Background: an optimization exercise with open tools, aiming at small area. Do not read the settings as production practice. Power and IR drop assume default switching activity.

## run A
==> flow/design.v (excerpt) <==
module uart_frame_top (
  input  logic        clk,
  input  logic        rst,        
  input  logic        key0,       
  input  logic        key1,       
  input  logic        sw0,        
  output logic        uart_tx
);
  logic [3:0] k;       
  logic       h;       
  logic [4:0] b;       
  logic [4:0] c;       
  logic [6:0] f;       
  logic [3:0] bidx;    
  wire k9          = k[3] & k[0];
  wire w20         = k9 & h;
  wire tick_ball   = w20 & (&b);
  wire tick_ai     = w20 & (&c);
  wire tick_paddle = tick_ball | (k9 & ~h & (b == 5'd19));
  wire cap_end = k9 & (f == 7'd47 || f[6:2] == 5'b01100);
  wire t0      = (f == 7'd47) & ~k[0];
  logic capt;          
  wire [3:0] tk = {k9 | (&k[2:0]), ~k[3] & (&k[1:0]), k[0] & ~k[3], 1'b1};
  wire [4:0] tb, tc;
  wire [6:0] tf;
  wire [3:0] ti;
  wire       ie = k9 & capt;
  assign tb[0] = w20;
  assign tc[0] = w20;
  assign tf[0] = k[0];
  assign ti[0] = ie;
  for (genvar i = 1; i < 5; i++) begin : g_tb
    assign tb[i] = tb[i-1] & b[i-1];
    assign tc[i] = tc[i-1] & c[i-1];
  end
  for (genvar i = 1; i < 7; i++) begin : g_tf
    assign tf[i] = tf[i-1] & f[i-1];
  end
  for (genvar i = 1; i < 4; i++) begin : g_ti
    assign ti[i] = ti[i-1] & bidx[i-1];
  end
  wire wb = w20 & (&b);
  wire wf = k[0] & (&f);
  wire wi = ie & (&bidx);
  always_ff @(posedge clk) begin
    if (rst) begin
      k <= 4'd0; h <= 1'b0; b <= 5'd7; c <= 5'd0; f <= 7'd124; bidx <= 4'd7;
      capt <= 1'b0;
    end else begin
      k    <= k ^ tk;
      h    <= h ^ k9;
  ...
Size: about 420 cells after synthesis, roughly 130 flip-flops, ~6 I/O pins, about 4600 um2 of cells after synthesis.
make LEC_CHECK=0 CAP_MARGIN=20 CORE_MARGIN=2 CORE_UTILIZATION=60 CTS_BUF_LIST=sky130_fd_sc_hd__clkbuf_4 SLEW_MARGIN=20 finish   # period 10.0 ns
run.sh (not shown) runs the stock make flow with config.mk's settings and CLKGATE_MAP_FILE= SYNTH_SCRIPT=/design/flow/synth_recipe.tcl, a recipe that flattens the netlist after the stock synthesis.
Run A: PASS, flow complete, no timing, DRC or antenna violations
--- input diff run A..run B ---
==> flow/flow/run.sh (new file) <==
#!/bin/bash
set -euo pipefail
export CTS_ARGS="-sink_clustering_enable -repair_clock_nets -dont_use_dummy_load -buf_list sky130_fd_sc_hd__clkbuf_4"
bash standard.sh > standard.log 2>&1
==> flow/standard.sh (new file) <==
#!/bin/bash
# synth_recipe.tcl (not shown) runs the flow's synth.tcl, then flattens the netlist and writes it again
# the make line also repeats each setting of config.mk as NAME=value (left out here)
make -C /OpenROAD-flow-scripts/flow DESIGN_CONFIG=/design/flow/config.mk WORK_HOME=/design/flow/orfs CLKGATE_MAP_FILE= SYNTH_SCRIPT=/design/flow/synth_recipe.tcl "${@:-finish}"
-- flow/config.mk --
<<< run A, line 9
export CORE_MARGIN = 2
export CORE_UTILIZATION = 60
export CTS_BUF_LIST = sky130_fd_sc_hd__clkbuf_4
>>> run B, line 9
export CORE_MARGIN = 2
export CORE_UTILIZATION = 40
export CTS_BUF_LIST = sky130_fd_sc_hd__clkbuf_4
removed: flow/run.sh
[summary]
- Run B against run A: post-synthesis to final-layout area growth down 2.9 points; final worst setup slack went up.
- Worst-case reg-to-reg path depth: run B vs run A — no meaningful difference
Relative to run B, the following input files were edited for run C:
==> flow/run.sh (new file) <==
#!/bin/bash
# synth_recipe.tcl (not shown) runs the flow's synth.tcl, then flattens the netlist and writes it again
# the make line also repeats each setting of config.mk as NAME=value (left out here)
make -C /OpenROAD-flow-scripts/flow DESIGN_CONFIG=/design/flow/config.mk WORK_HOME=/design/flow/orfs CLKGATE_MAP_FILE= SYNTH_SCRIPT=/design/flow/synth_recipe.tcl finish
-- flow/config.mk --
<<< run B, line 10
export CORE_UTILIZATION = 40
export CTS_BUF_LIST = sky130_fd_sc_hd__clkbuf_4
export SLEW_MARGIN = 20
>>> run C, line 10
export CORE_UTILIZATION = 40
export CTS_BUF_LIST = sky130_fd_sc_hd__clkbuf_8
export CTS_CLUSTER_DIAMETER = 100
export CTS_CLUSTER_SIZE = 50
export SLEW_MARGIN = 20
removed: flow/flow/run.sh
removed: flow/standard.sh
## What came out
Run B tops out at a lower clock frequency than run C. Run C against run B: least setup slack across all paths after layout now sits higher, total chip power went up. In the final design statistics, run C uses more standard cells in total than run B. On share of final layout cell area taken by clock buffers and inverters: between run B and run C, it ends up lower for run B. NOTE: first-pass GRT wire length in run C exceeds that of run B. Looking at routed length on met1 across run B and run C, the one that comes out lower is run B. Global-route usage on run C is up relative to run B. In the reports for run B and run C, the smaller total wirelength of the detailed-routed design belongs to run B. The core utilization number comes out higher for run C vs run B.
Function was not checked in any run of this note: the RTL went through the layout flow alone.

==> what the ideal ports hide <==
How much do the figures lean on ideal ports? The routed layouts below were timed once more, with nothing changed but the port constraints.
Step 1: set_driving_cell puts a clkbuf_16 on clk and a buf_2 on each other input, an assumption about the parent block.
Step 2 moves the port delays by t, midway between the first and last clock arrival at a register: inputs arrive t later, outputs are due t later. That takes back most of the time a late clock gives input paths.
a / b / c = no drivers / after step 1 / after step 2; a / b = the first two.
run	shift t [ns]	setup slack, ns	worst setup path after step 2	worst register clock-pin slew, ns
run A	0.513	6.250 / 6.221 / 6.267	input to register	0.11 / 0.11
run B	0.515	6.274 / 6.243 / 6.268	input to register	0.12 / 0.12
run C	0.462	6.342 / 6.308 / 6.278	input to register	0.08 / 0.08
After both steps setup and hold are still met in every run listed. For run C, which loses most, drivers alone change the setup slack by -0.034 ns; drivers and shift together by -0.064 ns.
